This is an optimization exercise on Yosys and OpenROAD, whose aim is small area and a short achievable clock period, not a production implementation.
In this exercise RTL edits were held to simulation tests only and were not proved equivalent to the original.

Setup of purple:
==> flow/design.v (excerpt) <==
module ex2_1 (
	      input 		  clk, rst, validi,
	      input [31:0] 	  data_in,
	      output logic 	  valido,
	      output logic [31:0] data_out
	      );
Size in the first run: roughly 1500 cells after synthesis, roughly 68 I/O pins, ~0.016 mm^2 of cells after synthesis.
==> flow/config.mk <==
export PLATFORM = sky130hd
export DESIGN_NAME = ex2_1
export DESIGN_NICKNAME = ex2_1
export VERILOG_FILES = /design/flow/design.v
export SDC_FILE = /design/flow/constraint.sdc
export NUM_CORES = 4
export LEC_CHECK = 0
export CAP_MARGIN = 20
export CORE_MARGIN = 2
export CORE_UTILIZATION = 40
export SETUP_SLACK_MARGIN = 4.4
export SLEW_MARGIN = 20
export SYNTH_HIERARCHICAL = 1
export TNS_END_PERCENT = 0
==> flow/constraint.sdc <==
create_clock -name core_clock -period 8.0 [get_ports {clk}]
set_input_delay 1.6000 -clock core_clock [delete_from_list [all_inputs] [get_ports {clk}]]
set_output_delay 1.6000 -clock core_clock [all_outputs]
set_load 0.01 [all_outputs]
standard.sh (not shown) runs the stock make flow with config.mk's settings and CLKGATE_MAP_FILE= SYNTH_SCRIPT=/design/flow/synth_recipe.tcl, a recipe that flattens the netlist after the stock synthesis.
==> flow/flow/run.sh <==
#!/bin/bash
# The standard layout, except that the port buffers are plain buf_2 cells rather
# than the delay cells buffer_ports picks by default. make's full output goes to flow_make.log.
set -euo pipefail
bash standard.sh "BUFFER_PORTS_ARGS=-buffer_cell sky130_fd_sc_hd__buf_2" finish > flow_make.log 2>&1
purple reached the final stage; the timing, DRC and antenna checks on its layout passed.
The following lists how green was set up differently from purple:
--- a/flow/config.mk
+++ b/flow/config.mk
@@ -9,5 +9,5 @@
 export CORE_MARGIN = 2
 export CORE_UTILIZATION = 40
-export SETUP_SLACK_MARGIN = 4.4
+export SETUP_SLACK_MARGIN = 4.6
 export SLEW_MARGIN = 20
 export SYNTH_HIERARCHICAL = 1
[summary]
- Diff purple -> green: delay of the slowest cell on the worst path flat; post-route met1 wirelength shows an increase of about 1.1%; final HPWL from detailed placement now sits at about the same level.
- green vs purple: final period utilization down
- Maximum achievable frequency went up slightly going from purple to green.
- Setup slack in green vs purple: up 0.061 ns

* * *

Another version of the RTL of ex2_1 (not shown whole).
For scale: about 68 I/O pins.
## ex2_1
module ex2_1 (
	      input 		  clk, rst, validi,
	      input [31:0] 	  data_in,
	      output logic 	  valido,
	      output logic [31:0] data_out
	      );
clock: 8.0 ns
lec_check: 0
cap_margin: 20
core_margin: 2
core_utilization: 40
setup_slack_margin: 4.4
slew_margin: 20
synth_hierarchical: 1
tns_end_percent: 0
run.sh (not shown) runs the stock make flow with config.mk's settings and CLKGATE_MAP_FILE= SYNTH_SCRIPT=/design/flow/synth_recipe.tcl, a recipe that flattens the netlist after the stock synthesis.
Stock flow here: none of the scripts above is used.
Edit:
==> flow/flow/run.sh (new file) <==
#!/bin/bash
# The standard layout, except that the port buffers are plain buf_1 cells rather
# than the delay cells buffer_ports picks by default. make's full output goes to flow_make.log.
set -euo pipefail
bash standard.sh "BUFFER_PORTS_ARGS=-buffer_cell sky130_fd_sc_hd__buf_1" finish > flow_make.log 2>&1
==> flow/standard.sh (new file) <==
#!/bin/bash
# synth_recipe.tcl (not shown) runs the flow's synth.tcl, then flattens the netlist and writes it again
# the make line also repeats each setting of config.mk as NAME=value (left out here)
make -C /OpenROAD-flow-scripts/flow DESIGN_CONFIG=/design/flow/config.mk WORK_HOME=/design/flow/orfs CLKGATE_MAP_FILE= SYNTH_SCRIPT=/design/flow/synth_recipe.tcl "${@:-finish}"
removed: flow/run.sh
The changed run produced a clean layout; setup slack loses 0.0040 ns; routed wire length goes up by a few percent; count of clock-buffer cells in the layout goes down by 3; design area hardly moves; global-route usage goes up by 1.2 points.

* * *

ex2_1, a different RTL version from the one above (not shown whole).
Size in the first run: about 150 flip-flops, ~68 I/O pins, ~15,000 µm² of cells after synthesis.
clock: 8.0 ns
lec_check: 0
cap_margin: 20
core_margin: 2
core_utilization: 40
setup_slack_margin: 4.0
slew_margin: 20
synth_hierarchical: 1
tns_end_percent: 0
Stock flow here: none of the scripts above is used.
Change:
--- a/flow/config.mk
+++ b/flow/config.mk
@@ -9,4 +9,4 @@
 export CORE_MARGIN = 2
-export CORE_UTILIZATION = 40
-export SETUP_SLACK_MARGIN = 4.0
+export CORE_UTILIZATION = 55
+export SETUP_SLACK_MARGIN = 4.4
 export SLEW_MARGIN = 20
Outcome: Global-route usage rises by 10 points. Utilization rises by 18 points. Setup slack gets worse by 33 ps. Clock-buffer cell count falls by 1. Cell count falls by 6.9%.

* * *

ex2_1 again, from the RTL that the note above started with.
==> flow/config.mk <==
export PLATFORM = sky130hd
export DESIGN_NAME = ex2_1
export DESIGN_NICKNAME = ex2_1
export VERILOG_FILES = /design/flow/design.v
export SDC_FILE = /design/flow/constraint.sdc
export NUM_CORES = 4
export LEC_CHECK = 0
export CAP_MARGIN = 20
export CORE_MARGIN = 2
export CORE_UTILIZATION = 40
export SETUP_SLACK_MARGIN = 4.5
export SLEW_MARGIN = 20
export SYNTH_HIERARCHICAL = 1
==> flow/constraint.sdc <==
create_clock -name core_clock -period 8.0 [get_ports {clk}]
set_input_delay 1.6000 -clock core_clock [delete_from_list [all_inputs] [get_ports {clk}]]
set_output_delay 1.6000 -clock core_clock [all_outputs]
set_load 0.01 [all_outputs]
The starting point produced a clean layout.
Rerun with:
--- a/flow/config.mk
+++ b/flow/config.mk
@@ -8,6 +8,7 @@
 export CAP_MARGIN = 20
 export CORE_MARGIN = 2
-export CORE_UTILIZATION = 40
-export SETUP_SLACK_MARGIN = 4.5
+export CORE_UTILIZATION = 70
+export SETUP_SLACK_MARGIN = 4.4
 export SLEW_MARGIN = 20
 export SYNTH_HIERARCHICAL = 1
+export TNS_END_PERCENT = 0
What happened: The changed run passed the timing, DRC and antenna checks; non-clock buffer count falls by 90; synthesized area stays the same; setup slack degrades by 0.069 ns; design area falls by about 14%.

* * *

Another version of the RTL of ex2_1 (not shown whole).
Size in the first run: roughly 1500 cells after synthesis, roughly 68 I/O pins, about 16000 µm² of cells after synthesis.
==> flow/config.mk <==
export PLATFORM = sky130hd
export DESIGN_NAME = ex2_1
export DESIGN_NICKNAME = ex2_1
export VERILOG_FILES = /design/flow/design.v
export SDC_FILE = /design/flow/constraint.sdc
export NUM_CORES = 4
export LEC_CHECK = 0
export CAP_MARGIN = 20
export CORE_MARGIN = 2
export CORE_UTILIZATION = 40
export SETUP_SLACK_MARGIN = 4.4
export SLEW_MARGIN = 20
export SYNTH_HIERARCHICAL = 1
export TNS_END_PERCENT = 0
==> flow/constraint.sdc <==
create_clock -name core_clock -period 8.0 [get_ports {clk}]
set_input_delay 1.6000 -clock core_clock [delete_from_list [all_inputs] [get_ports {clk}]]
set_output_delay 1.6000 -clock core_clock [all_outputs]
set_load 0.01 [all_outputs]
standard.sh (not shown) runs the stock make flow with config.mk's settings and CLKGATE_MAP_FILE= SYNTH_SCRIPT=/design/flow/synth_recipe.tcl, a recipe that flattens the netlist after the stock synthesis.
==> flow/flow/run.sh <==
#!/bin/bash
# The standard layout, except that the port buffers are plain buf_2 cells rather
# than the delay cells buffer_ports picks by default. make's full output goes to flow_make.log.
set -euo pipefail
bash standard.sh "BUFFER_PORTS_ARGS=-buffer_cell sky130_fd_sc_hd__buf_2" finish > flow_make.log 2>&1
Rerun with:
==> flow/flow/run.sh (replaced) <==
#!/bin/bash
# The standard layout, with two changes: the port buffers are plain buf_2 cells rather
# than the delay cells buffer_ports picks by default, and timing repair may resize a cell to
# any drive strength (MATCH_CELL_FOOTPRINT=0), not only to cells of the same footprint.
# make's full output goes to flow_make.log.
set -euo pipefail
bash standard.sh "BUFFER_PORTS_ARGS=-buffer_cell sky130_fd_sc_hd__buf_2" MATCH_CELL_FOOTPRINT=0 finish > flow_make.log 2>&1
- SETUP_SLACK_MARGIN: 4.4 -> 4.6
Result: Hold slack gains 0.0055 ns; wire length rose by 3.0%; synthesized area stays the same; flip-flop and latch count stays the same; worst setup slack gets better by 0.037 ns; utilization goes up by 0.58 points; via count is higher by 2.1%; global-route usage grows by 0.52 points; sequential share of layout area is lower by 0.21 points.

* * *

v9:
ex2_1 with an RTL version that a note above also has.
Size: roughly 1500 cells after synthesis, roughly 0.016 mm2 of cells after synthesis.
Settings: LEC_CHECK=0, CAP_MARGIN=20, CORE_MARGIN=2, CORE_UTILIZATION=40, SETUP_SLACK_MARGIN=4.4, SLEW_MARGIN=20, SYNTH_HIERARCHICAL=1, TNS_END_PERCENT=0; clock period 8.0 ns.
==> flow/flow/run.sh <==
#!/bin/bash
# The standard layout, except that the port buffers are plain buf_2 cells rather
# than the delay cells buffer_ports picks by default. make's full output goes to flow_make.log.
set -euo pipefail
bash standard.sh "BUFFER_PORTS_ARGS=-buffer_cell sky130_fd_sc_hd__buf_2" finish > flow_make.log 2>&1
v9 finished all stages; the layout is clean.
diff inputs: v9 => v2
==> flow/flow/run.sh <==
#!/bin/bash
# The standard layout, except that the port buffers are plain buf_4 cells rather
# than the delay cells buffer_ports picks by default. make's full output goes to flow_make.log.
set -euo pipefail
bash standard.sh "BUFFER_PORTS_ARGS=-buffer_cell sky130_fd_sc_hd__buf_4" finish > flow_make.log 2>&1
[summary]
Compared with v9, in v2 global-route usage now larger, clock network contribution to total cell area now larger, fraction of met1 tracks used by global routing now larger. Between v9 and v2, the flow reports final cell count increasing slightly.

* * *

v31:
ex2_1, a different RTL version from the one above (not shown whole).
Size: ~190 flip-flops, ~68 I/O pins.
Settings: LEC_CHECK=0, CAP_MARGIN=20, CORE_MARGIN=2, CORE_UTILIZATION=40, SETUP_SLACK_MARGIN=3.8, SLEW_MARGIN=20, SYNTH_HIERARCHICAL=1; clock period 8.0 ns.
run.sh (not shown) runs the stock make flow with config.mk's settings and CLKGATE_MAP_FILE= SYNTH_SCRIPT=/design/flow/synth_recipe.tcl, a recipe that flattens the netlist after the stock synthesis.
Stock flow here: none of the scripts above is used.
## Diff of input files: v4 against v31
- SETUP_SLACK_MARGIN changed from 3.8 to 4.0
- TNS_END_PERCENT newly set to 0
==> notes.md <==
- The flow did not stop early for v4: all stages ran, and the layout cleared the timing, DRC and antenna checks.
- v4 vs. v31: setup slack +0.012 ns; global-route usage has increased; number of detailed-route iterations in the first pass has decreased.
- Diff v31..v4 | layout-stage area growth over the synthesis result | negligible
- For v31, the startpoint-to-endpoint class of the critical path was input port to register, unlike v4, where it was register to register.

* * *

ex2_1, a different RTL version from the one above (not shown whole).
Size in the first run: ~1500 cells after synthesis, ~68 I/O pins, about 16000 um2 of cells after synthesis.
Settings: LEC_CHECK=0, CAP_MARGIN=20, CORE_MARGIN=2, CORE_UTILIZATION=40, SETUP_SLACK_MARGIN=4.2, SLEW_MARGIN=20, SYNTH_HIERARCHICAL=1, TNS_END_PERCENT=0; clock period 8.0 ns.
standard.sh (not shown) runs the stock make flow with config.mk's settings and CLKGATE_MAP_FILE= SYNTH_SCRIPT=/design/flow/synth_recipe.tcl, a recipe that flattens the netlist after the stock synthesis.
==> flow/flow/run.sh <==
#!/bin/bash
# The standard layout, except that the port buffers are plain buf_2 cells rather
# than the delay cells buffer_ports picks by default. make's full output goes to flow_make.log.
set -euo pipefail
bash standard.sh "BUFFER_PORTS_ARGS=-buffer_cell sky130_fd_sc_hd__buf_2" finish > flow_make.log 2>&1
Rerun with:
--- a/flow/config.mk
+++ b/flow/config.mk
@@ -10,3 +10,3 @@
 export CORE_UTILIZATION = 40
-export SETUP_SLACK_MARGIN = 4.2
+export SETUP_SLACK_MARGIN = 4.4
 export SLEW_MARGIN = 20
Result: The changed run finished with timing, DRC and antenna clean. Area after synthesis does not change. Maximum frequency went up by 2.6%. Setup slack improved by 95 ps. Routed wire length is higher by 2.4%. Worst hold slack is better by 3.1 ps. Cell count hardly moves. Sequential share of layout area went down by 0.14 points. Utilization went up by 0.34 points.

## static timing again, ports no longer ideal
In the flow no input, the clock included, has a driving cell. The finished layouts below were timed again as built, in two steps. Step 1: set_driving_cell puts a clkbuf_16 on clk and a buf_2 on each other input, an assumption about the parent block. Step 2 times the ports against the registers' clock, not the clock port: input delays grow and output delays shrink by t, the midpoint of the rising clock arrivals with the driver on. Slacks: ideal ports / drivers / drivers and shift; pairs: ideal ports / drivers.
run | shift t [ns] | setup slack, ns | latest minus earliest clock arrival (ns) | cell pins on the clock port's net
purple | 0.518 | 4.424 / 4.424 / 3.948 | 0.015 / 0.015 | 1
green | 0.510 | 4.485 / 4.485 / 3.998 | 0.016 / 0.016 | 1
the first run of note 2 | 0.508 | 4.177 / 4.190 / 3.682 | 0.014 / 0.014 | 1
the second run of note 2 | 0.514 | 4.173 / 4.201 / 3.687 | 0.011 / 0.011 | 1
the first run of note 3 | 0.492 | 3.954 / 3.982 / 3.490 | 0.018 / 0.018 | 1
the second run of note 3 | 0.484 | 3.921 / 3.938 / 3.454 | 0.020 / 0.020 | 1
the first run of note 4 | 0.493 | 3.942 / 3.958 / 3.465 | 0.021 / 0.021 | 1
the second run of note 4 | 0.499 | 3.873 / 3.877 / 3.377 | 0.016 / 0.015 | 1
the first run of note 5 | 0.514 | 4.434 / 4.434 / 3.945 | 0.015 / 0.016 | 1
the second run of note 5 | 0.501 | 4.471 / 4.489 / 3.988 | 0.012 / 0.012 | 1
v9 | 0.508 | 4.245 / 4.239 / 3.731 | 0.015 / 0.016 | 1
v2 | 0.512 | 4.222 / 4.127 / 3.615 | 0.010 / 0.010 | 1
v31 | 0.518 | 3.866 / 3.900 / 3.382 | 0.017 / 0.017 | 1
v4 | 0.513 | 3.879 / 3.879 / 3.395 | 0.020 / 0.020 | 1
the first run of note 8 | 0.502 | 4.222 / 4.252 / 3.750 | 0.020 / 0.019 | 1
the second run of note 8 | 0.503 | 4.317 / 4.337 / 3.843 | 0.015 / 0.016 | 1
After both steps setup and hold are still met in every run listed. The setup slack of v2, which loses most, moves by -0.095 ns with the drivers and by -0.607 ns with both steps.
